From an optimization exercise on the open Yosys and OpenROAD flow, aimed at small area, a short achievable clock period and few clock cycles per item; shortcuts taken in it are not production practice.
No functional check of the RTL was part of any run shown here.
Power is estimated from default activity; no workload was simulated.

==> flow/design.v, too long to show whole: its modules and the start of the top module <==
// module ma_blk1: 11 lines
// module mo_blk1: 6 lines
// module ma_blk4: 17 lines
// module mo_blk4: 13 lines
// module ma_low: 12 lines
// module mb_carry: 507 lines
// module simple_modular_adder: 168 lines
module simple_modular_adder(a,b,clk,rst,out,done);
  // ...
==> flow/flow/run.sh <==
#!/bin/bash
# Layout flow: the standard ORFS flow (standard.sh, run on a config that includes
# the standard flow's config.mk) with two changes:
#  - the port buffers are the smallest plain buffer, sky130_fd_sc_hd__buf_1, instead of
#    the delay cell buffer_ports picks by default;
#  - (adder cells are mapped as in the standard flow)
#  - slow cells with long PMOS stacks (3- and 4-input OR/NOR and some complex gates) are
#    added to the don't-use list.
# Registers are untouched: they come from the standard synthesis.
set -euo pipefail
here=$(pwd)
cat > own.mk <<EOM
include $here/config.mk
export BUFFER_PORTS_ARGS = -buffer_cell sky130_fd_sc_hd__buf_1
export DONT_USE_CELLS = sky130_fd_sc_hd__nor3_1 sky130_fd_sc_hd__nor3_2 sky130_fd_sc_hd__nor3_4 sky130_fd_sc_hd__nor3b_1 sky130_fd_sc_hd__nor3b_2 sky130_fd_sc_hd__nor3b_4 sky130_fd_sc_hd__nor4_1 sky130_fd_sc_hd__nor4_2 sky130_fd_sc_hd__nor4_4 sky130_fd_sc_hd__nor4b_1 sky130_fd_sc_hd__nor4b_2 sky130_fd_sc_hd__nor4b_4 sky130_fd_sc_hd__nor4bb_1 sky130_fd_sc_hd__nor4bb_2 sky130_fd_sc_hd__nor4bb_4 sky130_fd_sc_hd__or3_1 sky130_fd_sc_hd__or3_2 sky130_fd_sc_hd__or3_4 sky130_fd_sc_hd__or3b_1 sky130_fd_sc_hd__or3b_2 sky130_fd_sc_hd__or3b_4 sky130_fd_sc_hd__or4_1 sky130_fd_sc_hd__or4_2 sky130_fd_sc_hd__or4_4 sky130_fd_sc_hd__or4b_1 sky130_fd_sc_hd__or4b_2 sky130_fd_sc_hd__or4b_4 sky130_fd_sc_hd__or4bb_1 sky130_fd_sc_hd__or4bb_2 sky130_fd_sc_hd__or4bb_4  sky130_fd_sc_hd__a2111o_1 sky130_fd_sc_hd__a2111o_2 sky130_fd_sc_hd__a2111o_4 sky130_fd_sc_hd__a2111oi_0 sky130_fd_sc_hd__a2111oi_1 sky130_fd_sc_hd__a2111oi_2 sky130_fd_sc_hd__a2111oi_4 sky130_fd_sc_hd__a222oi_1 sky130_fd_sc_hd__a2bb2o_1 sky130_fd_sc_hd__a2bb2o_2 sky130_fd_sc_hd__a2bb2o_4 sky130_fd_sc_hd__a2bb2oi_1 sky130_fd_sc_hd__a2bb2oi_2 sky130_fd_sc_hd__a2bb2oi_4 sky130_fd_sc_hd__a311o_1 sky130_fd_sc_hd__a311o_2 sky130_fd_sc_hd__a311o_4 sky130_fd_sc_hd__a311oi_1 sky130_fd_sc_hd__a311oi_2 sky130_fd_sc_hd__a311oi_4 sky130_fd_sc_hd__a32o_1 sky130_fd_sc_hd__a32o_2 sky130_fd_sc_hd__a32o_4 sky130_fd_sc_hd__a32oi_1 sky130_fd_sc_hd__a32oi_2 sky130_fd_sc_hd__a32oi_4 sky130_fd_sc_hd__a41o_1 sky130_fd_sc_hd__a41o_2 sky130_fd_sc_hd__a41o_4 sky130_fd_sc_hd__a41oi_1 sky130_fd_sc_hd__a41oi_2 sky130_fd_sc_hd__a41oi_4 sky130_fd_sc_hd__o2111a_1 sky130_fd_sc_hd__o2111a_2 sky130_fd_sc_hd__o2111a_4 sky130_fd_sc_hd__o2111ai_1 sky130_fd_sc_hd__o2111ai_2 sky130_fd_sc_hd__o2111ai_4 sky130_fd_sc_hd__o2bb2a_1 sky130_fd_sc_hd__o2bb2a_2 sky130_fd_sc_hd__o2bb2a_4 sky130_fd_sc_hd__o2bb2ai_1 sky130_fd_sc_hd__o2bb2ai_2 sky130_fd_sc_hd__o2bb2ai_4 sky130_fd_sc_hd__o311a_1 sky130_fd_sc_hd__o311a_2 sky130_fd_sc_hd__o311a_4 sky130_fd_sc_hd__o311ai_0 sky130_fd_sc_hd__o311ai_1 sky130_fd_sc_hd__o311ai_2 sky130_fd_sc_hd__o311ai_4 sky130_fd_sc_hd__o32a_1 sky130_fd_sc_hd__o32a_2 sky130_fd_sc_hd__o32a_4 sky130_fd_sc_hd__o32ai_1 sky130_fd_sc_hd__o32ai_2 sky130_fd_sc_hd__o32ai_4 sky130_fd_sc_hd__o41a_1 sky130_fd_sc_hd__o41a_2 sky130_fd_sc_hd__o41a_4 sky130_fd_sc_hd__o41ai_1 sky130_fd_sc_hd__o41ai_2 sky130_fd_sc_hd__o41ai_4 
EOM
sed "s#DESIGN_CONFIG=[^ ]*#DESIGN_CONFIG=$here/own.mk#" standard.sh > own.sh
bash own.sh > standard.log 2>&1
==> flow/standard.sh <==
#!/bin/bash
# synth_recipe.tcl (not shown) runs the flow's synth.tcl, then flattens the netlist and writes it again
# the make line also repeats each setting of config.mk as NAME=value (left out here)
make -C /OpenROAD-flow-scripts/flow DESIGN_CONFIG=/design/flow/config.mk WORK_HOME=/design/flow/orfs CLKGATE_MAP_FILE= SYNTH_SCRIPT=/design/flow/synth_recipe.tcl "${@:-finish}"
==> flow/config.mk <==
export PLATFORM = sky130hd
export DESIGN_NAME = simple_modular_adder
export DESIGN_NICKNAME = simple_modular_adder
export VERILOG_FILES = /design/flow/design.v
export SDC_FILE = /design/flow/constraint.sdc
export NUM_CORES = 4
export LEC_CHECK = 0
export CAP_MARGIN = 20
export CORE_MARGIN = 2
export CORE_UTILIZATION = 40
export SETUP_SLACK_MARGIN = 2.45
export SLEW_MARGIN = 20
export SYNTH_HIERARCHICAL = 1
==> flow/constraint.sdc <==
create_clock -name core_clock -period 5.0 [get_ports {clk}]
set_input_delay 1.0000 -clock core_clock [delete_from_list [all_inputs] [get_ports {clk}]]
set_output_delay 1.0000 -clock core_clock [all_outputs]
set_load 0.01 [all_outputs]
==> flow_metrics.py, run 1 <==
metrics = {
    "cells_and_area": {
        "multi_input_area_mm2": 0.0143,
        "fillCellCount": 5139,
        "multi_input_area_share_pct": 42.6,
        "inv_count": 328,
        "final_cell_mix": "560 x buf_1, 265 x inv_1, 261 x edfxtp_1",
    },
    "timing": {
        "hold_ws_ps": 428,
        "final.setup.tns_ps": 0,
    },
    "critical_path": {
        "path_common_cell": "a21o_1",
        "crit_chain": "and4_4 > a211oi_2 > nor2_2 > a221o_2 > a21o_1 > a22oi_2 > buf_6 > a21boi_4 > a21o_4 > a221o_1 > buf_4 > a21o_1",
        "cp_top_family": "compound AO/OA/AOI/OAI gates",
        "path_depth": 12,
        "cp.arrival_ps": 3460,
    },
    "clocking": {
        "htreeDepth": 2,
        "cts_tree": "built",
    },
    "drt": {
        "drtPass1Iterations": 7,
        "wl_met2_um": 40700,
        "vias": 18301,
    },
    "power_and_ir_drop": {
        "combPwrFrac_pct": 28.7,
        "p_comb_uw": 3120,
        "maxPowerGroup": "registers",
        "p_seq_share_pct": 40.4,
        "powerSeq_uw": 4390,
    },
    "floorplanning": {
        "dieArea_mm2": 0.0621,
        "die_y_um": 249,
        "core_area_mm2": 0.0592,
    },
    "hold_path": {
        "hold_end": "cb_r[51]",
        "worstHoldStart": "bg_r[50]",
    },
    "grt": {
        "busiest_layer": "met2",
    },
    "run_status": {
        "outcome": "timing/DRC/antenna clean",
    },
    "placed_design": {
        "dp_hpwl_um": 64800,
    },
    "yosys": {
        "synth_top_family_by_area": "adder cells",
        "synth_cell_types": 60,
    },
}
==> module ma_blk1, before the edit <==
module ma_blk1(a, b, al, bl, hs, bg);
  input [0:0] a, b;
  input al, bl;
  output [0:0] hs;
  output bg;
  wire [1:0] c;
  assign c[0] = al & bl;
  assign hs[0] = a[0] ^ b[0] ^ c[0];
  assign c[1] = (a[0] & b[0]) | (c[0] & (a[0] ^ b[0]));
  assign bg = c[1] & ~(a[0] & b[0]);
endmodule
==> module ma_blk4, before the edit <==
module ma_blk4(a, b, al, bl, hs, bg);
  input [3:0] a, b;
  input al, bl;
  output [3:0] hs;
  output bg;
  wire [4:0] c;
  assign c[0] = al & bl;
  assign hs[0] = a[0] ^ b[0] ^ c[0];
  assign c[1] = (a[0] & b[0]) | (c[0] & (a[0] ^ b[0]));
  assign hs[1] = a[1] ^ b[1] ^ c[1];
  assign c[2] = (a[1] & b[1]) | (c[1] & (a[1] ^ b[1]));
  assign hs[2] = a[2] ^ b[2] ^ c[2];
  assign c[3] = (a[2] & b[2]) | (c[2] & (a[2] ^ b[2]));
  assign hs[3] = a[3] ^ b[3] ^ c[3];
  assign c[4] = (a[3] & b[3]) | (c[3] & (a[3] ^ b[3]));
  assign bg = c[4] & ~(a[3] & b[3]);
endmodule
==> run 2, diff against run 1 <==
==> flow/design.v (replaced) <==
module ma_blk1(a, b, al, bl, hs, bg, bp);
  input [0:0] a, b;
  input al, bl;
  output [0:0] hs;
  output bg, bp;
  wire [1:0] c;
  assign c[0] = al & bl;
  assign hs[0] = a[0] ^ b[0] ^ c[0];
  assign c[1] = (a[0] & b[0]) | (c[0] & (a[0] ^ b[0]));
  wire ge = a[0] & b[0];
  assign bg = c[1] & ~ge;
  assign bp = (&hs) & ~(c[1] ^ ge);
endmodule
module mb_blk1(hs, cb, r);
  input [0:0] hs;
  input cb;
  output [0:0] r;
  assign r[0] = hs[0] ^ cb;
endmodule
module ma_blk4(a, b, al, bl, hs, bg, bp);
  input [3:0] a, b;
  input al, bl;
  output [3:0] hs;
  output bg, bp;
  wire [4:0] c;
  assign c[0] = al & bl;
  assign hs[0] = a[0] ^ b[0] ^ c[0];
  assign c[1] = (a[0] & b[0]) | (c[0] & (a[0] ^ b[0]));
  assign hs[1] = a[1] ^ b[1] ^ c[1];
  assign c[2] = (a[1] & b[1]) | (c[1] & (a[1] ^ b[1]));
  assign hs[2] = a[2] ^ b[2] ^ c[2];
  assign c[3] = (a[2] & b[2]) | (c[2] & (a[2] ^ b[2]));
  assign hs[3] = a[3] ^ b[3] ^ c[3];
  assign c[4] = (a[3] & b[3]) | (c[3] & (a[3] ^ b[3]));
  wire ge = a[3] & b[3];
  assign bg = c[4] & ~ge;
  assign bp = (&hs) & ~(c[4] ^ ge);
endmodule
module mb_blk4(hs, cb, r);
  input [3:0] hs;
  input cb;
  output [3:0] r;
  wire f0_1 = hs[1] & hs[0];
  wire f0_3 = hs[3] & hs[2];
  wire f1_2 = hs[2] & f0_1;
  wire f1_3 = f0_3 & f0_1;
  assign r[0] = hs[0] ^ cb;
  assign r[1] = hs[1] ^ (cb & hs[0]);
  assign r[2] = hs[2] ^ (cb & f0_1);
  assign r[3] = hs[3] ^ (cb & f1_2);
endmodule
module ma_low(a, b, x5, l0, l1, c0, c1);
  input [4:0] a, b;
  input x5;
  output [5:0] l0, l1;
  output c0, c1;
  wire [6:0] s0 = {2'b0, a} + {2'b0, b} + {1'b0, x5, 5'b0};
  wire [6:0] s1 = s0 + 7'd19;
  assign l0 = s0[5:0];
  assign l1 = s1[5:0];
  assign c0 = s0[6];
  assign c1 = s1[6];
endmodule
module ma_pre(bg, bp, pg, pp);
  input [62:0] bg, bp;
  output [62:0] pg, pp;
  wire q0_1g = bg[1] | (bp[1] & bg[0]);
  wire q0_1t = bp[1] & bp[0];
  wire q0_3g = bg[3] | (bp[3] & bg[2]);
  wire q0_3t = bp[3] & bp[2];
  wire q0_5g = bg[5] | (bp[5] & bg[4]);
  wire q0_5t = bp[5] & bp[4];
  wire q0_7g = bg[7] | (bp[7] & bg[6]);
  wire q0_7t = bp[7] & bp[6];
  wire q0_9g = bg[9] | (bp[9] & bg[8]);
  wire q0_9t = bp[9] & bp[8];
  wire q0_11g = bg[11] | (bp[11] & bg[10]);
  wire q0_11t = bp[11] & bp[10];
  wire q0_13g = bg[13] | (bp[13] & bg[12]);
  wire q0_13t = bp[13] & bp[12];
  wire q0_15g = bg[15] | (bp[15] & bg[14]);
  wire q0_15t = bp[15] & bp[14];
  wire q0_17g = bg[17] | (bp[17] & bg[16]);
  wire q0_17t = bp[17] & bp[16];
  wire q0_19g = bg[19] | (bp[19] & bg[18]);
  wire q0_19t = bp[19] & bp[18];
  wire q0_21g = bg[21] | (bp[21] & bg[20]);
  wire q0_21t = bp[21] & bp[20];
  wire q0_23g = bg[23] | (bp[23] & bg[22]);
  wire q0_23t = bp[23] & bp[22];
  wire q0_25g = bg[25] | (bp[25] & bg[24]);
  wire q0_25t = bp[25] & bp[24];
  wire q0_27g = bg[27] | (bp[27] & bg[26]);
  wire q0_27t = bp[27] & bp[26];
  wire q0_29g = bg[29] | (bp[29] & bg[28]);
  wire q0_29t = bp[29] & bp[28];
  wire q0_31g = bg[31] | (bp[31] & bg[30]);
  wire q0_31t = bp[31] & bp[30];
  wire q0_33g = bg[33] | (bp[33] & bg[32]);
  wire q0_33t = bp[33] & bp[32];
  wire q0_35g = bg[35] | (bp[35] & bg[34]);
  wire q0_35t = bp[35] & bp[34];
  wire q0_37g = bg[37] | (bp[37] & bg[36]);
  wire q0_37t = bp[37] & bp[36];
  wire q0_39g = bg[39] | (bp[39] & bg[38]);
  wire q0_39t = bp[39] & bp[38];
  wire q0_41g = bg[41] | (bp[41] & bg[40]);
  wire q0_41t = bp[41] & bp[40];
  wire q0_43g = bg[43] | (bp[43] & bg[42]);
  wire q0_43t = bp[43] & bp[42];
  wire q0_45g = bg[45] | (bp[45] & bg[44]);
  wire q0_45t = bp[45] & bp[44];
  wire q0_47g = bg[47] | (bp[47] & bg[46]);
  wire q0_47t = bp[47] & bp[46];
  wire q0_49g = bg[49] | (bp[49] & bg[48]);
  wire q0_49t = bp[49] & bp[48];
  wire q0_51g = bg[51] | (bp[51] & bg[50]);
  wire q0_51t = bp[51] & bp[50];
  wire q0_53g = bg[53] | (bp[53] & bg[52]);
  wire q0_53t = bp[53] & bp[52];
  wire q0_55g = bg[55] | (bp[55] & bg[54]);
  wire q0_55t = bp[55] & bp[54];
  wire q0_57g = bg[57] | (bp[57] & bg[56]);
  wire q0_57t = bp[57] & bp[56];
  wire q0_59g = bg[59] | (bp[59] & bg[58]);
  wire q0_59t = bp[59] & bp[58];
  wire q0_61g = bg[61] | (bp[61] & bg[60]);
  wire q0_61t = bp[61] & bp[60];
  wire q1_2g = bg[2] | (bp[2] & q0_1g);
  wire q1_2t = bp[2] & q0_1t;
  wire q1_3g = q0_3g | (q0_3t & q0_1g);
  wire q1_3t = q0_3t & q0_1t;
  wire q1_6g = bg[6] | (bp[6] & q0_5g);
  wire q1_6t = bp[6] & q0_5t;
  wire q1_7g = q0_7g | (q0_7t & q0_5g);
  wire q1_7t = q0_7t & q0_5t;
  wire q1_10g = bg[10] | (bp[10] & q0_9g);
  wire q1_10t = bp[10] & q0_9t;
  wire q1_11g = q0_11g | (q0_11t & q0_9g);
  wire q1_11t = q0_11t & q0_9t;
  wire q1_14g = bg[14] | (bp[14] & q0_13g);
  wire q1_14t = bp[14] & q0_13t;
  wire q1_15g = q0_15g | (q0_15t & q0_13g);
  wire q1_15t = q0_15t & q0_13t;
  wire q1_18g = bg[18] | (bp[18] & q0_17g);
  wire q1_18t = bp[18] & q0_17t;
  wire q1_19g = q0_19g | (q0_19t & q0_17g);
  wire q1_19t = q0_19t & q0_17t;
  wire q1_22g = bg[22] | (bp[22] & q0_21g);
  wire q1_22t = bp[22] & q0_21t;
  wire q1_23g = q0_23g | (q0_23t & q0_21g);
  wire q1_23t = q0_23t & q0_21t;
  wire q1_26g = bg[26] | (bp[26] & q0_25g);
  wire q1_26t = bp[26] & q0_25t;
  wire q1_27g = q0_27g | (q0_27t & q0_25g);
  wire q1_27t = q0_27t & q0_25t;
  wire q1_30g = bg[30] | (bp[30] & q0_29g);
  wire q1_30t = bp[30] & q0_29t;
  wire q1_31g = q0_31g | (q0_31t & q0_29g);
  wire q1_31t = q0_31t & q0_29t;
  wire q1_34g = bg[34] | (bp[34] & q0_33g);
  wire q1_34t = bp[34] & q0_33t;
  wire q1_35g = q0_35g | (q0_35t & q0_33g);
  wire q1_35t = q0_35t & q0_33t;
  wire q1_38g = bg[38] | (bp[38] & q0_37g);
  wire q1_38t = bp[38] & q0_37t;
  wire q1_39g = q0_39g | (q0_39t & q0_37g);
  wire q1_39t = q0_39t & q0_37t;
  wire q1_42g = bg[42] | (bp[42] & q0_41g);
  wire q1_42t = bp[42] & q0_41t;
  wire q1_43g = q0_43g | (q0_43t & q0_41g);
  wire q1_43t = q0_43t & q0_41t;
  wire q1_46g = bg[46] | (bp[46] & q0_45g);
  wire q1_46t = bp[46] & q0_45t;
  wire q1_47g = q0_47g | (q0_47t & q0_45g);
  wire q1_47t = q0_47t & q0_45t;
  wire q1_50g = bg[50] | (bp[50] & q0_49g);
  wire q1_50t = bp[50] & q0_49t;
  wire q1_51g = q0_51g | (q0_51t & q0_49g);
  wire q1_51t = q0_51t & q0_49t;
  wire q1_54g = bg[54] | (bp[54] & q0_53g);
  wire q1_54t = bp[54] & q0_53t;
  wire q1_55g = q0_55g | (q0_55t & q0_53g);
  wire q1_55t = q0_55t & q0_53t;
  wire q1_58g = bg[58] | (bp[58] & q0_57g);
  wire q1_58t = bp[58] & q0_57t;
  wire q1_59g = q0_59g | (q0_59t & q0_57g);
  wire q1_59t = q0_59t & q0_57t;
  wire q1_62g = bg[62] | (bp[62] & q0_61g);
  wire q1_62t = bp[62] & q0_61t;
  assign pg[0] = bg[0];
  assign pp[0] = bp[0];
  assign pg[1] = q0_1g;
  assign pp[1] = q0_1t;
  assign pg[2] = q1_2g;
  assign pp[2] = q1_2t;
  assign pg[3] = q1_3g;
  assign pp[3] = q1_3t;
  assign pg[4] = bg[4];
  assign pp[4] = bp[4];
  assign pg[5] = q0_5g;
  assign pp[5] = q0_5t;
  assign pg[6] = q1_6g;
  assign pp[6] = q1_6t;
  assign pg[7] = q1_7g;
  assign pp[7] = q1_7t;
  assign pg[8] = bg[8];
  assign pp[8] = bp[8];
  assign pg[9] = q0_9g;
  assign pp[9] = q0_9t;
  assign pg[10] = q1_10g;
  assign pp[10] = q1_10t;
  assign pg[11] = q1_11g;
  assign pp[11] = q1_11t;
  assign pg[12] = bg[12];
  assign pp[12] = bp[12];
  assign pg[13] = q0_13g;
  assign pp[13] = q0_13t;
  assign pg[14] = q1_14g;
  assign pp[14] = q1_14t;
  assign pg[15] = q1_15g;
  assign pp[15] = q1_15t;
  assign pg[16] = bg[16];
  assign pp[16] = bp[16];
  assign pg[17] = q0_17g;
  assign pp[17] = q0_17t;
  assign pg[18] = q1_18g;
  assign pp[18] = q1_18t;
  assign pg[19] = q1_19g;
  assign pp[19] = q1_19t;
  assign pg[20] = bg[20];
  assign pp[20] = bp[20];
  assign pg[21] = q0_21g;
  assign pp[21] = q0_21t;
  assign pg[22] = q1_22g;
  assign pp[22] = q1_22t;
  assign pg[23] = q1_23g;
  assign pp[23] = q1_23t;
  assign pg[24] = bg[24];
  assign pp[24] = bp[24];
  assign pg[25] = q0_25g;
  assign pp[25] = q0_25t;
  assign pg[26] = q1_26g;
  assign pp[26] = q1_26t;
  assign pg[27] = q1_27g;
  assign pp[27] = q1_27t;
  assign pg[28] = bg[28];
  assign pp[28] = bp[28];
  assign pg[29] = q0_29g;
  assign pp[29] = q0_29t;
  assign pg[30] = q1_30g;
  assign pp[30] = q1_30t;
  assign pg[31] = q1_31g;
  assign pp[31] = q1_31t;
  assign pg[32] = bg[32];
  assign pp[32] = bp[32];
  assign pg[33] = q0_33g;
  assign pp[33] = q0_33t;
  assign pg[34] = q1_34g;
  assign pp[34] = q1_34t;
  assign pg[35] = q1_35g;
  assign pp[35] = q1_35t;
  assign pg[36] = bg[36];
  assign pp[36] = bp[36];
  assign pg[37] = q0_37g;
  assign pp[37] = q0_37t;
  assign pg[38] = q1_38g;
  assign pp[38] = q1_38t;
  assign pg[39] = q1_39g;
  assign pp[39] = q1_39t;
  assign pg[40] = bg[40];
  assign pp[40] = bp[40];
  assign pg[41] = q0_41g;
  assign pp[41] = q0_41t;
  assign pg[42] = q1_42g;
  assign pp[42] = q1_42t;
  assign pg[43] = q1_43g;
  assign pp[43] = q1_43t;
  assign pg[44] = bg[44];
  assign pp[44] = bp[44];
  assign pg[45] = q0_45g;
  assign pp[45] = q0_45t;
  assign pg[46] = q1_46g;
  assign pp[46] = q1_46t;
  assign pg[47] = q1_47g;
  assign pp[47] = q1_47t;
  assign pg[48] = bg[48];
  assign pp[48] = bp[48];
  assign pg[49] = q0_49g;
  assign pp[49] = q0_49t;
  assign pg[50] = q1_50g;
  assign pp[50] = q1_50t;
  assign pg[51] = q1_51g;
  assign pp[51] = q1_51t;
  assign pg[52] = bg[52];
  assign pp[52] = bp[52];
  assign pg[53] = q0_53g;
  assign pp[53] = q0_53t;
  assign pg[54] = q1_54g;
  assign pp[54] = q1_54t;
  assign pg[55] = q1_55g;
  assign pp[55] = q1_55t;
  assign pg[56] = bg[56];
  assign pp[56] = bp[56];
  assign pg[57] = q0_57g;
  assign pp[57] = q0_57t;
  assign pg[58] = q1_58g;
  assign pp[58] = q1_58t;
  assign pg[59] = q1_59g;
  assign pp[59] = q1_59t;
  assign pg[60] = bg[60];
  assign pp[60] = bp[60];
  assign pg[61] = q0_61g;
  assign pp[61] = q0_61t;
  assign pg[62] = q1_62g;
  assign pp[62] = q1_62t;
endmodule
module mb_carry(bg, bp, c0, c1, y, sel, cb);
  input [62:0] bg, bp;
  input c0, c1, y;
  output sel;
  output [62:0] cb;
  wire r2_4g = bg[4] | (bp[4] & bg[3]);
  wire r2_4t = bp[4] & bp[3];
  wire r2_5g = bg[5] | (bp[5] & bg[3]);
  wire r2_5t = bp[5] & bp[3];
  wire r2_6g = bg[6] | (bp[6] & bg[3]);
  wire r2_6t = bp[6] & bp[3];
  wire r2_7g = bg[7] | (bp[7] & bg[3]);
  wire r2_7t = bp[7] & bp[3];
  wire r2_12g = bg[12] | (bp[12] & bg[11]);
  wire r2_12t = bp[12] & bp[11];
  wire r2_13g = bg[13] | (bp[13] & bg[11]);
  wire r2_13t = bp[13] & bp[11];
  wire r2_14g = bg[14] | (bp[14] & bg[11]);
  wire r2_14t = bp[14] & bp[11];
  wire r2_15g = bg[15] | (bp[15] & bg[11]);
  wire r2_15t = bp[15] & bp[11];
  wire r2_20g = bg[20] | (bp[20] & bg[19]);
  wire r2_20t = bp[20] & bp[19];
  wire r2_21g = bg[21] | (bp[21] & bg[19]);
  wire r2_21t = bp[21] & bp[19];
  wire r2_22g = bg[22] | (bp[22] & bg[19]);
  wire r2_22t = bp[22] & bp[19];
  wire r2_23g = bg[23] | (bp[23] & bg[19]);
  wire r2_23t = bp[23] & bp[19];
  wire r2_28g = bg[28] | (bp[28] & bg[27]);
  wire r2_28t = bp[28] & bp[27];
  wire r2_29g = bg[29] | (bp[29] & bg[27]);
  wire r2_29t = bp[29] & bp[27];
  wire r2_30g = bg[30] | (bp[30] & bg[27]);
  wire r2_30t = bp[30] & bp[27];
  wire r2_31g = bg[31] | (bp[31] & bg[27]);
  wire r2_31t = bp[31] & bp[27];
  wire r2_36g = bg[36] | (bp[36] & bg[35]);
  wire r2_36t = bp[36] & bp[35];
  wire r2_37g = bg[37] | (bp[37] & bg[35]);
  wire r2_37t = bp[37] & bp[35];
  wire r2_38g = bg[38] | (bp[38] & bg[35]);
  wire r2_38t = bp[38] & bp[35];
  wire r2_39g = bg[39] | (bp[39] & bg[35]);
  wire r2_39t = bp[39] & bp[35];
  wire r2_44g = bg[44] | (bp[44] & bg[43]);
  wire r2_44t = bp[44] & bp[43];
  wire r2_45g = bg[45] | (bp[45] & bg[43]);
  wire r2_45t = bp[45] & bp[43];
  wire r2_46g = bg[46] | (bp[46] & bg[43]);
  wire r2_46t = bp[46] & bp[43];
  wire r2_47g = bg[47] | (bp[47] & bg[43]);
  wire r2_47t = bp[47] & bp[43];
  wire r2_52g = bg[52] | (bp[52] & bg[51]);
  wire r2_52t = bp[52] & bp[51];
  wire r2_53g = bg[53] | (bp[53] & bg[51]);
  wire r2_53t = bp[53] & bp[51];
  wire r2_54g = bg[54] | (bp[54] & bg[51]);
  wire r2_54t = bp[54] & bp[51];
  wire r2_55g = bg[55] | (bp[55] & bg[51]);
  wire r2_55t = bp[55] & bp[51];
  wire r2_60g = bg[60] | (bp[60] & bg[59]);
  wire r2_60t = bp[60] & bp[59];
  wire r2_61g = bg[61] | (bp[61] & bg[59]);
  wire r2_61t = bp[61] & bp[59];
  wire r2_62g = bg[62] | (bp[62] & bg[59]);
  wire r2_62t = bp[62] & bp[59];
  wire r3_8g = bg[8] | (bp[8] & r2_7g);
  wire r3_8t = bp[8] & r2_7t;
  wire r3_9g = bg[9] | (bp[9] & r2_7g);
  wire r3_9t = bp[9] & r2_7t;
  wire r3_10g = bg[10] | (bp[10] & r2_7g);
  wire r3_10t = bp[10] & r2_7t;
  wire r3_11g = bg[11] | (bp[11] & r2_7g);
  wire r3_11t = bp[11] & r2_7t;
  wire r3_12g = r2_12g | (r2_12t & r2_7g);
  wire r3_12t = r2_12t & r2_7t;
  wire r3_13g = r2_13g | (r2_13t & r2_7g);
  wire r3_13t = r2_13t & r2_7t;
  wire r3_14g = r2_14g | (r2_14t & r2_7g);
  wire r3_14t = r2_14t & r2_7t;
  wire r3_15g = r2_15g | (r2_15t & r2_7g);
  wire r3_15t = r2_15t & r2_7t;
  wire r3_24g = bg[24] | (bp[24] & r2_23g);
  wire r3_24t = bp[24] & r2_23t;
  wire r3_25g = bg[25] | (bp[25] & r2_23g);
  wire r3_25t = bp[25] & r2_23t;
  wire r3_26g = bg[26] | (bp[26] & r2_23g);
  wire r3_26t = bp[26] & r2_23t;
  wire r3_27g = bg[27] | (bp[27] & r2_23g);
  wire r3_27t = bp[27] & r2_23t;
  wire r3_28g = r2_28g | (r2_28t & r2_23g);
  wire r3_28t = r2_28t & r2_23t;
  wire r3_29g = r2_29g | (r2_29t & r2_23g);
  wire r3_29t = r2_29t & r2_23t;
  wire r3_30g = r2_30g | (r2_30t & r2_23g);
  wire r3_30t = r2_30t & r2_23t;
  wire r3_31g = r2_31g | (r2_31t & r2_23g);
  wire r3_31t = r2_31t & r2_23t;
  wire r3_40g = bg[40] | (bp[40] & r2_39g);
  wire r3_40t = bp[40] & r2_39t;
  wire r3_41g = bg[41] | (bp[41] & r2_39g);
  wire r3_41t = bp[41] & r2_39t;
  wire r3_42g = bg[42] | (bp[42] & r2_39g);
  wire r3_42t = bp[42] & r2_39t;
  wire r3_43g = bg[43] | (bp[43] & r2_39g);
  wire r3_43t = bp[43] & r2_39t;
  wire r3_44g = r2_44g | (r2_44t & r2_39g);
  wire r3_44t = r2_44t & r2_39t;
  wire r3_45g = r2_45g | (r2_45t & r2_39g);
  wire r3_45t = r2_45t & r2_39t;
  wire r3_46g = r2_46g | (r2_46t & r2_39g);
  wire r3_46t = r2_46t & r2_39t;
  wire r3_47g = r2_47g | (r2_47t & r2_39g);
  wire r3_47t = r2_47t & r2_39t;
  wire r3_56g = bg[56] | (bp[56] & r2_55g);
  wire r3_56t = bp[56] & r2_55t;
  wire r3_57g = bg[57] | (bp[57] & r2_55g);
  wire r3_57t = bp[57] & r2_55t;
  wire r3_58g = bg[58] | (bp[58] & r2_55g);
  wire r3_58t = bp[58] & r2_55t;
  wire r3_59g = bg[59] | (bp[59] & r2_55g);
  wire r3_59t = bp[59] & r2_55t;
  wire r3_60g = r2_60g | (r2_60t & r2_55g);
  wire r3_60t = r2_60t & r2_55t;
  wire r3_61g = r2_61g | (r2_61t & r2_55g);
  wire r3_61t = r2_61t & r2_55t;
  wire r3_62g = r2_62g | (r2_62t & r2_55g);
  wire r3_62t = r2_62t & r2_55t;
  wire r4_16g = bg[16] | (bp[16] & r3_15g);
  wire r4_16t = bp[16] & r3_15t;
  wire r4_17g = bg[17] | (bp[17] & r3_15g);
  wire r4_17t = bp[17] & r3_15t;
  wire r4_18g = bg[18] | (bp[18] & r3_15g);
  wire r4_18t = bp[18] & r3_15t;
  wire r4_19g = bg[19] | (bp[19] & r3_15g);
  wire r4_19t = bp[19] & r3_15t;
  wire r4_20g = r2_20g | (r2_20t & r3_15g);
  wire r4_20t = r2_20t & r3_15t;
  wire r4_21g = r2_21g | (r2_21t & r3_15g);
  wire r4_21t = r2_21t & r3_15t;
  wire r4_22g = r2_22g | (r2_22t & r3_15g);
  wire r4_22t = r2_22t & r3_15t;
  wire r4_23g = r2_23g | (r2_23t & r3_15g);
  wire r4_23t = r2_23t & r3_15t;
  wire r4_24g = r3_24g | (r3_24t & r3_15g);
  wire r4_24t = r3_24t & r3_15t;
  wire r4_25g = r3_25g | (r3_25t & r3_15g);
  wire r4_25t = r3_25t & r3_15t;
  wire r4_26g = r3_26g | (r3_26t & r3_15g);
  wire r4_26t = r3_26t & r3_15t;
  wire r4_27g = r3_27g | (r3_27t & r3_15g);
  wire r4_27t = r3_27t & r3_15t;
  wire r4_28g = r3_28g | (r3_28t & r3_15g);
  wire r4_28t = r3_28t & r3_15t;
  wire r4_29g = r3_29g | (r3_29t & r3_15g);
  wire r4_29t = r3_29t & r3_15t;
  wire r4_30g = r3_30g | (r3_30t & r3_15g);
  wire r4_30t = r3_30t & r3_15t;
  wire r4_31g = r3_31g | (r3_31t & r3_15g);
  wire r4_31t = r3_31t & r3_15t;
  wire r4_48g = bg[48] | (bp[48] & r3_47g);
  wire r4_48t = bp[48] & r3_47t;
  wire r4_49g = bg[49] | (bp[49] & r3_47g);
  wire r4_49t = bp[49] & r3_47t;
  wire r4_50g = bg[50] | (bp[50] & r3_47g);
  wire r4_50t = bp[50] & r3_47t;
  wire r4_51g = bg[51] | (bp[51] & r3_47g);
  wire r4_51t = bp[51] & r3_47t;
  wire r4_52g = r2_52g | (r2_52t & r3_47g);
  wire r4_52t = r2_52t & r3_47t;
  wire r4_53g = r2_53g | (r2_53t & r3_47g);
  wire r4_53t = r2_53t & r3_47t;
  wire r4_54g = r2_54g | (r2_54t & r3_47g);
  wire r4_54t = r2_54t & r3_47t;
  wire r4_55g = r2_55g | (r2_55t & r3_47g);
  wire r4_55t = r2_55t & r3_47t;
  wire r4_56g = r3_56g | (r3_56t & r3_47g);
  wire r4_56t = r3_56t & r3_47t;
  wire r4_57g = r3_57g | (r3_57t & r3_47g);
  wire r4_57t = r3_57t & r3_47t;
  wire r4_58g = r3_58g | (r3_58t & r3_47g);
  wire r4_58t = r3_58t & r3_47t;
  wire r4_59g = r3_59g | (r3_59t & r3_47g);
  wire r4_59t = r3_59t & r3_47t;
  wire r4_60g = r3_60g | (r3_60t & r3_47g);
  wire r4_60t = r3_60t & r3_47t;
  wire r4_61g = r3_61g | (r3_61t & r3_47g);
  wire r4_61t = r3_61t & r3_47t;
  wire r4_62g = r3_62g | (r3_62t & r3_47g);
  wire r4_62t = r3_62t & r3_47t;
  wire r5_32g = bg[32] | (bp[32] & r4_31g);
  wire r5_32t = bp[32] & r4_31t;
  wire r5_33g = bg[33] | (bp[33] & r4_31g);
  wire r5_33t = bp[33] & r4_31t;
  wire r5_34g = bg[34] | (bp[34] & r4_31g);
  wire r5_34t = bp[34] & r4_31t;
  wire r5_35g = bg[35] | (bp[35] & r4_31g);
  wire r5_35t = bp[35] & r4_31t;
  wire r5_36g = r2_36g | (r2_36t & r4_31g);
  wire r5_36t = r2_36t & r4_31t;
  wire r5_37g = r2_37g | (r2_37t & r4_31g);
  wire r5_37t = r2_37t & r4_31t;
  wire r5_38g = r2_38g | (r2_38t & r4_31g);
  wire r5_38t = r2_38t & r4_31t;
  wire r5_39g = r2_39g | (r2_39t & r4_31g);
  wire r5_39t = r2_39t & r4_31t;
  wire r5_40g = r3_40g | (r3_40t & r4_31g);
  wire r5_40t = r3_40t & r4_31t;
  wire r5_41g = r3_41g | (r3_41t & r4_31g);
  wire r5_41t = r3_41t & r4_31t;
  wire r5_42g = r3_42g | (r3_42t & r4_31g);
  wire r5_42t = r3_42t & r4_31t;
  wire r5_43g = r3_43g | (r3_43t & r4_31g);
  wire r5_43t = r3_43t & r4_31t;
  wire r5_44g = r3_44g | (r3_44t & r4_31g);
  wire r5_44t = r3_44t & r4_31t;
  wire r5_45g = r3_45g | (r3_45t & r4_31g);
  wire r5_45t = r3_45t & r4_31t;
  wire r5_46g = r3_46g | (r3_46t & r4_31g);
  wire r5_46t = r3_46t & r4_31t;
  wire r5_47g = r3_47g | (r3_47t & r4_31g);
  wire r5_47t = r3_47t & r4_31t;
  wire r5_48g = r4_48g | (r4_48t & r4_31g);
  wire r5_48t = r4_48t & r4_31t;
  wire r5_49g = r4_49g | (r4_49t & r4_31g);
  wire r5_49t = r4_49t & r4_31t;
  wire r5_50g = r4_50g | (r4_50t & r4_31g);
  wire r5_50t = r4_50t & r4_31t;
  wire r5_51g = r4_51g | (r4_51t & r4_31g);
  wire r5_51t = r4_51t & r4_31t;
  wire r5_52g = r4_52g | (r4_52t & r4_31g);
  wire r5_52t = r4_52t & r4_31t;
  wire r5_53g = r4_53g | (r4_53t & r4_31g);
  wire r5_53t = r4_53t & r4_31t;
  wire r5_54g = r4_54g | (r4_54t & r4_31g);
  wire r5_54t = r4_54t & r4_31t;
  wire r5_55g = r4_55g | (r4_55t & r4_31g);
  wire r5_55t = r4_55t & r4_31t;
  wire r5_56g = r4_56g | (r4_56t & r4_31g);
  wire r5_56t = r4_56t & r4_31t;
  wire r5_57g = r4_57g | (r4_57t & r4_31g);
  wire r5_57t = r4_57t & r4_31t;
  wire r5_58g = r4_58g | (r4_58t & r4_31g);
  wire r5_58t = r4_58t & r4_31t;
  wire r5_59g = r4_59g | (r4_59t & r4_31g);
  wire r5_59t = r4_59t & r4_31t;
  wire r5_60g = r4_60g | (r4_60t & r4_31g);
  wire r5_60t = r4_60t & r4_31t;
  wire r5_61g = r4_61g | (r4_61t & r4_31g);
  wire r5_61t = r4_61t & r4_31t;
  wire r5_62g = r4_62g | (r4_62t & r4_31g);
  wire r5_62t = r4_62t & r4_31t;
  assign sel = y | r5_62g | (r5_62t & c1);
  wire cin = c0 | (sel & c1);
  assign cb[0] = cin;
  assign cb[1] = bg[0] | (bp[0] & cin);
  assign cb[2] = bg[1] | (bp[1] & cin);
  assign cb[3] = bg[2] | (bp[2] & cin);
  assign cb[4] = bg[3] | (bp[3] & cin);
  assign cb[5] = r2_4g | (r2_4t & cin);
  assign cb[6] = r2_5g | (r2_5t & cin);
  assign cb[7] = r2_6g | (r2_6t & cin);
  assign cb[8] = r2_7g | (r2_7t & cin);
  assign cb[9] = r3_8g | (r3_8t & cin);
  assign cb[10] = r3_9g | (r3_9t & cin);
  assign cb[11] = r3_10g | (r3_10t & cin);
  assign cb[12] = r3_11g | (r3_11t & cin);
  assign cb[13] = r3_12g | (r3_12t & cin);
  assign cb[14] = r3_13g | (r3_13t & cin);
  assign cb[15] = r3_14g | (r3_14t & cin);
  assign cb[16] = r3_15g | (r3_15t & cin);
  assign cb[17] = r4_16g | (r4_16t & cin);
  assign cb[18] = r4_17g | (r4_17t & cin);
  assign cb[19] = r4_18g | (r4_18t & cin);
  assign cb[20] = r4_19g | (r4_19t & cin);
  assign cb[21] = r4_20g | (r4_20t & cin);
  assign cb[22] = r4_21g | (r4_21t & cin);
  assign cb[23] = r4_22g | (r4_22t & cin);
  assign cb[24] = r4_23g | (r4_23t & cin);
  assign cb[25] = r4_24g | (r4_24t & cin);
  assign cb[26] = r4_25g | (r4_25t & cin);
  assign cb[27] = r4_26g | (r4_26t & cin);
  assign cb[28] = r4_27g | (r4_27t & cin);
  assign cb[29] = r4_28g | (r4_28t & cin);
  assign cb[30] = r4_29g | (r4_29t & cin);
  assign cb[31] = r4_30g | (r4_30t & cin);
  assign cb[32] = r4_31g | (r4_31t & cin);
  assign cb[33] = r5_32g | (r5_32t & cin);
  assign cb[34] = r5_33g | (r5_33t & cin);
  assign cb[35] = r5_34g | (r5_34t & cin);
  assign cb[36] = r5_35g | (r5_35t & cin);
  assign cb[37] = r5_36g | (r5_36t & cin);
  assign cb[38] = r5_37g | (r5_37t & cin);
  assign cb[39] = r5_38g | (r5_38t & cin);
  assign cb[40] = r5_39g | (r5_39t & cin);
  assign cb[41] = r5_40g | (r5_40t & cin);
  assign cb[42] = r5_41g | (r5_41t & cin);
  assign cb[43] = r5_42g | (r5_42t & cin);
  assign cb[44] = r5_43g | (r5_43t & cin);
  assign cb[45] = r5_44g | (r5_44t & cin);
  assign cb[46] = r5_45g | (r5_45t & cin);
  assign cb[47] = r5_46g | (r5_46t & cin);
  assign cb[48] = r5_47g | (r5_47t & cin);
  assign cb[49] = r5_48g | (r5_48t & cin);
  assign cb[50] = r5_49g | (r5_49t & cin);
  assign cb[51] = r5_50g | (r5_50t & cin);
  assign cb[52] = r5_51g | (r5_51t & cin);
  assign cb[53] = r5_52g | (r5_52t & cin);
  assign cb[54] = r5_53g | (r5_53t & cin);
  assign cb[55] = r5_54g | (r5_54t & cin);
  assign cb[56] = r5_55g | (r5_55t & cin);
  assign cb[57] = r5_56g | (r5_56t & cin);
  assign cb[58] = r5_57g | (r5_57t & cin);
  assign cb[59] = r5_58g | (r5_58t & cin);
  assign cb[60] = r5_59g | (r5_59t & cin);
  assign cb[61] = r5_60g | (r5_60t & cin);
  assign cb[62] = r5_61g | (r5_61t & cin);
endmodule
module simple_modular_adder(a,b,clk,rst,out,done);
input [255:0] a,b;
input clk,rst;
output [255:0] out;
output done;
wire [254:6] hs;
wire [62:0] bg, bp, pg, pp;
wire [5:0] l0, l1;
wire c0, c1;
ma_low u_low(.a(a[4:0]), .b(b[4:0]), .x5(a[5] ^ b[5]), .l0(l0), .l1(l1), .c0(c0), .c1(c1));
ma_blk4 u_a0(.a(a[9:6]), .b(b[9:6]), .al(a[5]), .bl(b[5]), .hs(hs[9:6]), .bg(bg[0]), .bp(bp[0]));
ma_blk4 u_a1(.a(a[13:10]), .b(b[13:10]), .al(a[9]), .bl(b[9]), .hs(hs[13:10]), .bg(bg[1]), .bp(bp[1]));
ma_blk4 u_a2(.a(a[17:14]), .b(b[17:14]), .al(a[13]), .bl(b[13]), .hs(hs[17:14]), .bg(bg[2]), .bp(bp[2]));
ma_blk4 u_a3(.a(a[21:18]), .b(b[21:18]), .al(a[17]), .bl(b[17]), .hs(hs[21:18]), .bg(bg[3]), .bp(bp[3]));
ma_blk4 u_a4(.a(a[25:22]), .b(b[25:22]), .al(a[21]), .bl(b[21]), .hs(hs[25:22]), .bg(bg[4]), .bp(bp[4]));
ma_blk4 u_a5(.a(a[29:26]), .b(b[29:26]), .al(a[25]), .bl(b[25]), .hs(hs[29:26]), .bg(bg[5]), .bp(bp[5]));
ma_blk4 u_a6(.a(a[33:30]), .b(b[33:30]), .al(a[29]), .bl(b[29]), .hs(hs[33:30]), .bg(bg[6]), .bp(bp[6]));
ma_blk4 u_a7(.a(a[37:34]), .b(b[37:34]), .al(a[33]), .bl(b[33]), .hs(hs[37:34]), .bg(bg[7]), .bp(bp[7]));
ma_blk4 u_a8(.a(a[41:38]), .b(b[41:38]), .al(a[37]), .bl(b[37]), .hs(hs[41:38]), .bg(bg[8]), .bp(bp[8]));
ma_blk4 u_a9(.a(a[45:42]), .b(b[45:42]), .al(a[41]), .bl(b[41]), .hs(hs[45:42]), .bg(bg[9]), .bp(bp[9]));
ma_blk4 u_a10(.a(a[49:46]), .b(b[49:46]), .al(a[45]), .bl(b[45]), .hs(hs[49:46]), .bg(bg[10]), .bp(bp[10]));
ma_blk4 u_a11(.a(a[53:50]), .b(b[53:50]), .al(a[49]), .bl(b[49]), .hs(hs[53:50]), .bg(bg[11]), .bp(bp[11]));
ma_blk4 u_a12(.a(a[57:54]), .b(b[57:54]), .al(a[53]), .bl(b[53]), .hs(hs[57:54]), .bg(bg[12]), .bp(bp[12]));
ma_blk4 u_a13(.a(a[61:58]), .b(b[61:58]), .al(a[57]), .bl(b[57]), .hs(hs[61:58]), .bg(bg[13]), .bp(bp[13]));
ma_blk4 u_a14(.a(a[65:62]), .b(b[65:62]), .al(a[61]), .bl(b[61]), .hs(hs[65:62]), .bg(bg[14]), .bp(bp[14]));
ma_blk4 u_a15(.a(a[69:66]), .b(b[69:66]), .al(a[65]), .bl(b[65]), .hs(hs[69:66]), .bg(bg[15]), .bp(bp[15]));
ma_blk4 u_a16(.a(a[73:70]), .b(b[73:70]), .al(a[69]), .bl(b[69]), .hs(hs[73:70]), .bg(bg[16]), .bp(bp[16]));
ma_blk4 u_a17(.a(a[77:74]), .b(b[77:74]), .al(a[73]), .bl(b[73]), .hs(hs[77:74]), .bg(bg[17]), .bp(bp[17]));
ma_blk4 u_a18(.a(a[81:78]), .b(b[81:78]), .al(a[77]), .bl(b[77]), .hs(hs[81:78]), .bg(bg[18]), .bp(bp[18]));
ma_blk4 u_a19(.a(a[85:82]), .b(b[85:82]), .al(a[81]), .bl(b[81]), .hs(hs[85:82]), .bg(bg[19]), .bp(bp[19]));
ma_blk4 u_a20(.a(a[89:86]), .b(b[89:86]), .al(a[85]), .bl(b[85]), .hs(hs[89:86]), .bg(bg[20]), .bp(bp[20]));
ma_blk4 u_a21(.a(a[93:90]), .b(b[93:90]), .al(a[89]), .bl(b[89]), .hs(hs[93:90]), .bg(bg[21]), .bp(bp[21]));
ma_blk4 u_a22(.a(a[97:94]), .b(b[97:94]), .al(a[93]), .bl(b[93]), .hs(hs[97:94]), .bg(bg[22]), .bp(bp[22]));
ma_blk4 u_a23(.a(a[101:98]), .b(b[101:98]), .al(a[97]), .bl(b[97]), .hs(hs[101:98]), .bg(bg[23]), .bp(bp[23]));
ma_blk4 u_a24(.a(a[105:102]), .b(b[105:102]), .al(a[101]), .bl(b[101]), .hs(hs[105:102]), .bg(bg[24]), .bp(bp[24]));
ma_blk4 u_a25(.a(a[109:106]), .b(b[109:106]), .al(a[105]), .bl(b[105]), .hs(hs[109:106]), .bg(bg[25]), .bp(bp[25]));
ma_blk4 u_a26(.a(a[113:110]), .b(b[113:110]), .al(a[109]), .bl(b[109]), .hs(hs[113:110]), .bg(bg[26]), .bp(bp[26]));
ma_blk4 u_a27(.a(a[117:114]), .b(b[117:114]), .al(a[113]), .bl(b[113]), .hs(hs[117:114]), .bg(bg[27]), .bp(bp[27]));
ma_blk4 u_a28(.a(a[121:118]), .b(b[121:118]), .al(a[117]), .bl(b[117]), .hs(hs[121:118]), .bg(bg[28]), .bp(bp[28]));
ma_blk4 u_a29(.a(a[125:122]), .b(b[125:122]), .al(a[121]), .bl(b[121]), .hs(hs[125:122]), .bg(bg[29]), .bp(bp[29]));
ma_blk4 u_a30(.a(a[129:126]), .b(b[129:126]), .al(a[125]), .bl(b[125]), .hs(hs[129:126]), .bg(bg[30]), .bp(bp[30]));
ma_blk4 u_a31(.a(a[133:130]), .b(b[133:130]), .al(a[129]), .bl(b[129]), .hs(hs[133:130]), .bg(bg[31]), .bp(bp[31]));
ma_blk4 u_a32(.a(a[137:134]), .b(b[137:134]), .al(a[133]), .bl(b[133]), .hs(hs[137:134]), .bg(bg[32]), .bp(bp[32]));
ma_blk4 u_a33(.a(a[141:138]), .b(b[141:138]), .al(a[137]), .bl(b[137]), .hs(hs[141:138]), .bg(bg[33]), .bp(bp[33]));
ma_blk4 u_a34(.a(a[145:142]), .b(b[145:142]), .al(a[141]), .bl(b[141]), .hs(hs[145:142]), .bg(bg[34]), .bp(bp[34]));
ma_blk4 u_a35(.a(a[149:146]), .b(b[149:146]), .al(a[145]), .bl(b[145]), .hs(hs[149:146]), .bg(bg[35]), .bp(bp[35]));
ma_blk4 u_a36(.a(a[153:150]), .b(b[153:150]), .al(a[149]), .bl(b[149]), .hs(hs[153:150]), .bg(bg[36]), .bp(bp[36]));
ma_blk4 u_a37(.a(a[157:154]), .b(b[157:154]), .al(a[153]), .bl(b[153]), .hs(hs[157:154]), .bg(bg[37]), .bp(bp[37]));
ma_blk4 u_a38(.a(a[161:158]), .b(b[161:158]), .al(a[157]), .bl(b[157]), .hs(hs[161:158]), .bg(bg[38]), .bp(bp[38]));
ma_blk4 u_a39(.a(a[165:162]), .b(b[165:162]), .al(a[161]), .bl(b[161]), .hs(hs[165:162]), .bg(bg[39]), .bp(bp[39]));
ma_blk4 u_a40(.a(a[169:166]), .b(b[169:166]), .al(a[165]), .bl(b[165]), .hs(hs[169:166]), .bg(bg[40]), .bp(bp[40]));
ma_blk4 u_a41(.a(a[173:170]), .b(b[173:170]), .al(a[169]), .bl(b[169]), .hs(hs[173:170]), .bg(bg[41]), .bp(bp[41]));
ma_blk4 u_a42(.a(a[177:174]), .b(b[177:174]), .al(a[173]), .bl(b[173]), .hs(hs[177:174]), .bg(bg[42]), .bp(bp[42]));
ma_blk4 u_a43(.a(a[181:178]), .b(b[181:178]), .al(a[177]), .bl(b[177]), .hs(hs[181:178]), .bg(bg[43]), .bp(bp[43]));
ma_blk4 u_a44(.a(a[185:182]), .b(b[185:182]), .al(a[181]), .bl(b[181]), .hs(hs[185:182]), .bg(bg[44]), .bp(bp[44]));
ma_blk4 u_a45(.a(a[189:186]), .b(b[189:186]), .al(a[185]), .bl(b[185]), .hs(hs[189:186]), .bg(bg[45]), .bp(bp[45]));
ma_blk4 u_a46(.a(a[193:190]), .b(b[193:190]), .al(a[189]), .bl(b[189]), .hs(hs[193:190]), .bg(bg[46]), .bp(bp[46]));
ma_blk4 u_a47(.a(a[197:194]), .b(b[197:194]), .al(a[193]), .bl(b[193]), .hs(hs[197:194]), .bg(bg[47]), .bp(bp[47]));
ma_blk4 u_a48(.a(a[201:198]), .b(b[201:198]), .al(a[197]), .bl(b[197]), .hs(hs[201:198]), .bg(bg[48]), .bp(bp[48]));
ma_blk4 u_a49(.a(a[205:202]), .b(b[205:202]), .al(a[201]), .bl(b[201]), .hs(hs[205:202]), .bg(bg[49]), .bp(bp[49]));
ma_blk4 u_a50(.a(a[209:206]), .b(b[209:206]), .al(a[205]), .bl(b[205]), .hs(hs[209:206]), .bg(bg[50]), .bp(bp[50]));
ma_blk4 u_a51(.a(a[213:210]), .b(b[213:210]), .al(a[209]), .bl(b[209]), .hs(hs[213:210]), .bg(bg[51]), .bp(bp[51]));
ma_blk4 u_a52(.a(a[217:214]), .b(b[217:214]), .al(a[213]), .bl(b[213]), .hs(hs[217:214]), .bg(bg[52]), .bp(bp[52]));
ma_blk4 u_a53(.a(a[221:218]), .b(b[221:218]), .al(a[217]), .bl(b[217]), .hs(hs[221:218]), .bg(bg[53]), .bp(bp[53]));
ma_blk4 u_a54(.a(a[225:222]), .b(b[225:222]), .al(a[221]), .bl(b[221]), .hs(hs[225:222]), .bg(bg[54]), .bp(bp[54]));
ma_blk4 u_a55(.a(a[229:226]), .b(b[229:226]), .al(a[225]), .bl(b[225]), .hs(hs[229:226]), .bg(bg[55]), .bp(bp[55]));
ma_blk4 u_a56(.a(a[233:230]), .b(b[233:230]), .al(a[229]), .bl(b[229]), .hs(hs[233:230]), .bg(bg[56]), .bp(bp[56]));
ma_blk4 u_a57(.a(a[237:234]), .b(b[237:234]), .al(a[233]), .bl(b[233]), .hs(hs[237:234]), .bg(bg[57]), .bp(bp[57]));
ma_blk4 u_a58(.a(a[241:238]), .b(b[241:238]), .al(a[237]), .bl(b[237]), .hs(hs[241:238]), .bg(bg[58]), .bp(bp[58]));
ma_blk4 u_a59(.a(a[245:242]), .b(b[245:242]), .al(a[241]), .bl(b[241]), .hs(hs[245:242]), .bg(bg[59]), .bp(bp[59]));
ma_blk4 u_a60(.a(a[249:246]), .b(b[249:246]), .al(a[245]), .bl(b[245]), .hs(hs[249:246]), .bg(bg[60]), .bp(bp[60]));
ma_blk4 u_a61(.a(a[253:250]), .b(b[253:250]), .al(a[249]), .bl(b[249]), .hs(hs[253:250]), .bg(bg[61]), .bp(bp[61]));
ma_blk1 u_a62(.a(a[254:254]), .b(b[254:254]), .al(a[253]), .bl(b[253]), .hs(hs[254:254]), .bg(bg[62]), .bp(bp[62]));
ma_pre u_p(.bg(bg), .bp(bp), .pg(pg), .pp(pp));
reg [254:6] hs_r;
reg [62:0] bg_r, bp_r;
reg [5:0] l0_r, l1_r;
reg c0_r, c1_r, y_r;
always @(posedge clk) begin
  hs_r <= hs;
  bg_r <= pg;
  bp_r <= pp;
  l0_r <= l0;
  l1_r <= l1;
  c0_r <= c0;
  c1_r <= c1;
  y_r <= a[254] & b[254];
end
wire sel;
wire [62:0] cb;
wire [254:0] r;
mb_carry u_c(.bg(bg_r), .bp(bp_r), .c0(c0_r), .c1(c1_r), .y(y_r), .sel(sel), .cb(cb));
assign r[5:0] = sel ? l1_r : l0_r;
mb_blk4 u_b0(.hs(hs_r[9:6]), .cb(cb[0]), .r(r[9:6]));
mb_blk4 u_b1(.hs(hs_r[13:10]), .cb(cb[1]), .r(r[13:10]));
mb_blk4 u_b2(.hs(hs_r[17:14]), .cb(cb[2]), .r(r[17:14]));
mb_blk4 u_b3(.hs(hs_r[21:18]), .cb(cb[3]), .r(r[21:18]));
mb_blk4 u_b4(.hs(hs_r[25:22]), .cb(cb[4]), .r(r[25:22]));
mb_blk4 u_b5(.hs(hs_r[29:26]), .cb(cb[5]), .r(r[29:26]));
mb_blk4 u_b6(.hs(hs_r[33:30]), .cb(cb[6]), .r(r[33:30]));
mb_blk4 u_b7(.hs(hs_r[37:34]), .cb(cb[7]), .r(r[37:34]));
mb_blk4 u_b8(.hs(hs_r[41:38]), .cb(cb[8]), .r(r[41:38]));
mb_blk4 u_b9(.hs(hs_r[45:42]), .cb(cb[9]), .r(r[45:42]));
mb_blk4 u_b10(.hs(hs_r[49:46]), .cb(cb[10]), .r(r[49:46]));
mb_blk4 u_b11(.hs(hs_r[53:50]), .cb(cb[11]), .r(r[53:50]));
mb_blk4 u_b12(.hs(hs_r[57:54]), .cb(cb[12]), .r(r[57:54]));
mb_blk4 u_b13(.hs(hs_r[61:58]), .cb(cb[13]), .r(r[61:58]));
mb_blk4 u_b14(.hs(hs_r[65:62]), .cb(cb[14]), .r(r[65:62]));
mb_blk4 u_b15(.hs(hs_r[69:66]), .cb(cb[15]), .r(r[69:66]));
mb_blk4 u_b16(.hs(hs_r[73:70]), .cb(cb[16]), .r(r[73:70]));
mb_blk4 u_b17(.hs(hs_r[77:74]), .cb(cb[17]), .r(r[77:74]));
mb_blk4 u_b18(.hs(hs_r[81:78]), .cb(cb[18]), .r(r[81:78]));
mb_blk4 u_b19(.hs(hs_r[85:82]), .cb(cb[19]), .r(r[85:82]));
mb_blk4 u_b20(.hs(hs_r[89:86]), .cb(cb[20]), .r(r[89:86]));
mb_blk4 u_b21(.hs(hs_r[93:90]), .cb(cb[21]), .r(r[93:90]));
mb_blk4 u_b22(.hs(hs_r[97:94]), .cb(cb[22]), .r(r[97:94]));
mb_blk4 u_b23(.hs(hs_r[101:98]), .cb(cb[23]), .r(r[101:98]));
mb_blk4 u_b24(.hs(hs_r[105:102]), .cb(cb[24]), .r(r[105:102]));
mb_blk4 u_b25(.hs(hs_r[109:106]), .cb(cb[25]), .r(r[109:106]));
mb_blk4 u_b26(.hs(hs_r[113:110]), .cb(cb[26]), .r(r[113:110]));
mb_blk4 u_b27(.hs(hs_r[117:114]), .cb(cb[27]), .r(r[117:114]));
mb_blk4 u_b28(.hs(hs_r[121:118]), .cb(cb[28]), .r(r[121:118]));
mb_blk4 u_b29(.hs(hs_r[125:122]), .cb(cb[29]), .r(r[125:122]));
mb_blk4 u_b30(.hs(hs_r[129:126]), .cb(cb[30]), .r(r[129:126]));
mb_blk4 u_b31(.hs(hs_r[133:130]), .cb(cb[31]), .r(r[133:130]));
mb_blk4 u_b32(.hs(hs_r[137:134]), .cb(cb[32]), .r(r[137:134]));
mb_blk4 u_b33(.hs(hs_r[141:138]), .cb(cb[33]), .r(r[141:138]));
mb_blk4 u_b34(.hs(hs_r[145:142]), .cb(cb[34]), .r(r[145:142]));
mb_blk4 u_b35(.hs(hs_r[149:146]), .cb(cb[35]), .r(r[149:146]));
mb_blk4 u_b36(.hs(hs_r[153:150]), .cb(cb[36]), .r(r[153:150]));
mb_blk4 u_b37(.hs(hs_r[157:154]), .cb(cb[37]), .r(r[157:154]));
mb_blk4 u_b38(.hs(hs_r[161:158]), .cb(cb[38]), .r(r[161:158]));
mb_blk4 u_b39(.hs(hs_r[165:162]), .cb(cb[39]), .r(r[165:162]));
mb_blk4 u_b40(.hs(hs_r[169:166]), .cb(cb[40]), .r(r[169:166]));
mb_blk4 u_b41(.hs(hs_r[173:170]), .cb(cb[41]), .r(r[173:170]));
mb_blk4 u_b42(.hs(hs_r[177:174]), .cb(cb[42]), .r(r[177:174]));
mb_blk4 u_b43(.hs(hs_r[181:178]), .cb(cb[43]), .r(r[181:178]));
mb_blk4 u_b44(.hs(hs_r[185:182]), .cb(cb[44]), .r(r[185:182]));
mb_blk4 u_b45(.hs(hs_r[189:186]), .cb(cb[45]), .r(r[189:186]));
mb_blk4 u_b46(.hs(hs_r[193:190]), .cb(cb[46]), .r(r[193:190]));
mb_blk4 u_b47(.hs(hs_r[197:194]), .cb(cb[47]), .r(r[197:194]));
mb_blk4 u_b48(.hs(hs_r[201:198]), .cb(cb[48]), .r(r[201:198]));
mb_blk4 u_b49(.hs(hs_r[205:202]), .cb(cb[49]), .r(r[205:202]));
mb_blk4 u_b50(.hs(hs_r[209:206]), .cb(cb[50]), .r(r[209:206]));
mb_blk4 u_b51(.hs(hs_r[213:210]), .cb(cb[51]), .r(r[213:210]));
mb_blk4 u_b52(.hs(hs_r[217:214]), .cb(cb[52]), .r(r[217:214]));
mb_blk4 u_b53(.hs(hs_r[221:218]), .cb(cb[53]), .r(r[221:218]));
mb_blk4 u_b54(.hs(hs_r[225:222]), .cb(cb[54]), .r(r[225:222]));
mb_blk4 u_b55(.hs(hs_r[229:226]), .cb(cb[55]), .r(r[229:226]));
mb_blk4 u_b56(.hs(hs_r[233:230]), .cb(cb[56]), .r(r[233:230]));
mb_blk4 u_b57(.hs(hs_r[237:234]), .cb(cb[57]), .r(r[237:234]));
mb_blk4 u_b58(.hs(hs_r[241:238]), .cb(cb[58]), .r(r[241:238]));
mb_blk4 u_b59(.hs(hs_r[245:242]), .cb(cb[59]), .r(r[245:242]));
mb_blk4 u_b60(.hs(hs_r[249:246]), .cb(cb[60]), .r(r[249:246]));
mb_blk4 u_b61(.hs(hs_r[253:250]), .cb(cb[61]), .r(r[253:250]));
mb_blk1 u_b62(.hs(hs_r[254:254]), .cb(cb[62]), .r(r[254:254]));
reg [254:0] res;
reg st, dn;
always @(posedge clk) begin
  res <= r;
  st <= rst;
  dn <= st & ~rst;
end
assign out = {1'b0, res};
assign done = dn;
endmodule
==> flow/config.mk (replaced) <==
export PLATFORM = sky130hd
export DESIGN_NAME = simple_modular_adder
export DESIGN_NICKNAME = simple_modular_adder
export VERILOG_FILES = /design/flow/design.v
export SDC_FILE = /design/flow/constraint.sdc
export NUM_CORES = 4
export LEC_CHECK = 0
export CAP_MARGIN = 20
export CORE_MARGIN = 2
export CORE_UTILIZATION = 40
export SETUP_SLACK_MARGIN = 2.0
export SLEW_MARGIN = 20
export SYNTH_HIERARCHICAL = 1
==> run 2 against run 1 <==
Power up 33%. Utilization down 8.2 points. Combinational power down 13%. Critical path depth down 2. Hold slack worse by 30 ps. Via count up 0.93%. Clock skew up 14 ps. Count of clock-buffer cells in the layout up 39. Critical endpoint is now bp_r[19]. Highest routed layer unchanged.
==> flow_metrics.py, run 2 <==
metrics = {
    "timing": {
        "setup_viol": 0,
        "slew_viol_final": 0,
        "max_freq_mhz": 356,
        "finalCritPeriodShare_pct": 56.3,
        "rsz0062_at_grt": "true",
        "hold_viol": 0,
        "fin_worst_skew_ps": 34.6,
        "final.setup.tns_ps": 0,
        "worstMarginPinSlew_ps": 716,
        "min_period_ps": 2810,
        "maxSlewHeadroom_pct": 52.3,
    },
    "drt": {
        "drc_errors": 0,
        "final_antenna_net_count": 0,
        "drtPass1Iterations": 5,
        "vias": 18471,
        "drt-total-wl_um": 71600,
        "drt_iter0_drc": 590,
        "post_drt_wl_per_cell_um": 17.4,
        "via_per_inst": 4.49,
    },
    "cells_and_area": {
        "syn_to_final_growth_pct": 20.3,
        "finalNonFillerCells": 4116,
        "final_cell_mix": "767 x buf_1, 647 x dfxtp_1, 298 x inv_1",
        "layout_commonest_cell": "buf_1",
        "final_nets": 4016,
        "drive_gt1_share_pct": 11.2,
        "largest_register_ffs": 255,
        "top_register": "res",
        "largest_registers": "res: 255 flops, hs_r: 249 flops",
    },
    "yosys": {
        "synth_cell_types": 61,
        "synth_top_area_share_pct": 46.2,
        "ys_seq_elements": 647,
        "yosys_warnings": 7,
        "synth_ff_type": "dfxtp_1",
        "yosysSeqAreaShare_pct": 46.2,
        "synth.avg_cell_area_um2": 11.7,
        "syn_nets": 3301,
        "synth_area_mm2": 0.0281,
        "synth_most_common_cell": "dfxtp_1",
        "async_flop_share_pct": 0,
        "synth_edf_count": 0,
        "yosys-top-cells-count": "647 x dfxtp_1, 322 x inv_1, 194 x ha_1, 187 x fa_1, 128 x buf_4",
        "synthTopCellsByArea": "dfxtp_1 46%, fa_1 13%, ha_1 8.6%, inv_1 4.3%, xnor2_1 4.0%",
        "netlist_instances": 2406,
        "yosys.area.top_type": "dfxtp_1",
    },
    "power_and_ir_drop": {
        "leakage_uw": 0.0149,
        "pwr_density_cell_mw_per_mm2": 428,
        "ir_drop_uv": 246,
    },
    "grt": {
        "grt_pass1_wl_um": 104000,
        "antenna_found_initial": 13,
        "grt_pass1_vias": 18729,
        "grt_usage_pct": 19.2,
        "grt-ovfl-total": 0,
        "grt_max_degree": 14,
    },
    "critical_path": {
        "crit_required_ps": 5520,
        "cp_top_family": "adder cells",
        "worstPathMaxFanout": 3,
        "endpoint_kind": "flip-flop",
        "path_buf_inv": 2,
        "path_class": "input pin to flip-flop",
        "reg2reg_depth": 8,
        "reg2reg_to": "res[191]",
        "reg2reg_slack_ps": 2260,
        "cp-start-kind": "input pin",
        "crit_chain": "buf_1 > and2_1 > fa_2 > fa_1 > inv_1 > fa_1 > nand4b_1 > nor2_1 > and3_2 > and2_1",
        "rr_startpoint": "bp_r[35]",
        "slowest_stage": "fa_1",
        "cp.arrival_ps": 3330,
        "critPathMaxStageDelay_ps": 420,
    },
    "hold_path": {
        "holdPathStages": 1,
        "min_path_type": "flip-flop to flip-flop",
        "hold_end": "res[201]",
        "worstHoldStart": "hs_r[201]",
    },
    "floorplanning": {
        "rows": 97,
        "initial_core_util_pct": 40.2,
        "ioPinCount": 771,
        "die_y_um": 269,
        "core_area_mm2": 0.0698,
        "fp.dieW_um": 269,
        "dieArea_mm2": 0.0723,
    },
    "clocking": {
        "clkTransAtPathRegs_ps": 60,
        "cts_buffer_depth": 3,
        "holdBufCountCts": 0,
        "root_buffer": "clkbuf_16",
        "clock_sinks": 647,
        "htreeDepth": 3,
        "cts_tree": "built",
        "numCtsBuffers": 71,
        "insertion_delay_ps": 600,
    },
    "run_status": {
        "outcome": "timing/DRC/antenna clean",
    },
    "run": {
        "maxCapViolCount": 0,
    },
    "placed_design": {
        "dp_cells": 3987,
        "dp_hpwl_um": 61000,
        "numPortBuffers": 767,
        "gp_congestion": 0.865,
    },
}
-- run 2: changes by cell type after synthesis, moves of 10 or more --
cell	change
a31oi_1	+10
nand4b_1	+61
a31o_1	+14
a21o_1	+25
nor2_1	+87
and4_1	-58
o21bai_1	-11
dfxtp_1	+515
buf_4	+126
a21oi_1	+18
nand4_1	-21
edfxtp_1	-261
and2_1	+16
-- run 2: modules after synthesis (local to each module, per instance) --
module                flip-flops and latches  cell area [um2]  copies in the design
ma_blk1                                    0             53.8                     1
ma_blk4                                    0              136                    62
ma_low                                     0              404                     1
ma_pre                                     0             1760                     1
mb_blk1                                    0             8.76                     1
mb_blk4                                    0             50.0                    62
mb_carry                                   0             1190                     1
simple_modular_adder                     647            13100                     1
-- run 2: kinds of logic after synthesis --
logic type / synth area share [%]
AOI/OAI and AO/OA: 4.89
xor gates and xnor gates: 6.13
adders and majority gates: 22.0
buffers and inverters: 7.80
DFF: 46.2
muxes: 0.321
other: 0.0134
and+or+nand+nor: 12.7
-- run 2: metrics by stage --
step	setup slack (ps)	area [um2]	util (%)	power (uW)	hold slack, ps
after floorplan	1910	28300	-	8240	406
after global placement	1590	31400	45.0	9430	416
after detailed placement	1570	31400	45.0	9450	419
after CTS	2020	33700	48.3	14600	406
after global routing	1980	33800	48.4	15200	431
final	2190	33800	48.4	14400	399
-- run 2: final cells by class --
type	instances	area, um2
Fill cell	6552	36000
Multi-Input combinational cell	1306	13200
Sequential cell	647	13000
Timing Repair Buffer	773	2920
Clock buffer	100	2020
Inverter	322	1210
Tap cell	940	1180
Clock inverter	23	282
Antenna cell	5	12.5
-- run 2: how the worst max path moves through the flow --
stage	slack (ps)	end	start	depth (start not counted)
finish	2190	bp_r[19]	a[69]	10
global route	1980	res[215]	bg_r[3]	8
CTS	2020	res[191]	bg_r[3]	8
detailed placement	1570	bp_r[59]	a[229]	10
global placement	1590	bp_r[59]	a[229]	10
floorplan	1910	bg_r[39]	a[153]	12
-- run 2: repair_timing --
action,4_1_cts,5_1_grt
setup endpoints to repair,37,3
setup buffers,1,0
gates resized for setup,3,2
pin swaps,1,0
-- run 2: layer usage --
layer  share of wire, %  GRT usage (%)  vias to the layer above  wire [um]
li1                   -              -                     9089          -
met1                 39           21.1                     8729      27900
met2                 52           35.5                      509      36900
met3                6.7           5.75                      128       4770
met4                2.6           5.78                       16       1870
met5               0.16              0                        -        112
-- run 2: where the power goes --
group	internal, uW	switching, uW
clock network	3070	2060
registers	6140	437
logic	1150	1580
total	10400	4080

-- separate check: timing with driven ports --
In the flow no input, the clock included, has a driving cell. The finished layouts below were timed again as built, in two steps. Step 1 assumes that a clkbuf_16 drives the clock port and a buf_2 every other input. Step 2 also shifts input and output timing later by t, the mid clock arrival at the registers, as if the neighbouring blocks saw the same clock. a / b / c = no drivers / after step 1 / after step 2; a / b = the first two.
run	t, ns	slack for setup (ns)	hold WS [ns]	worst setup path at the end	slew at the worst register clock pin (ns)
run 1	0.629	1.992 / 1.992 / 1.992	0.428 / 0.428 / 0.428	register to register	0.06 / 0.06
run 2	0.643	2.187 / 2.216 / 1.574	0.399 / 0.399 / 0.399	input to register	0.06 / 0.06
After both steps setup and hold are still met in every run listed. The setup slack of run 2, which loses most, moves by +0.029 ns with the drivers and by -0.613 ns with both steps.
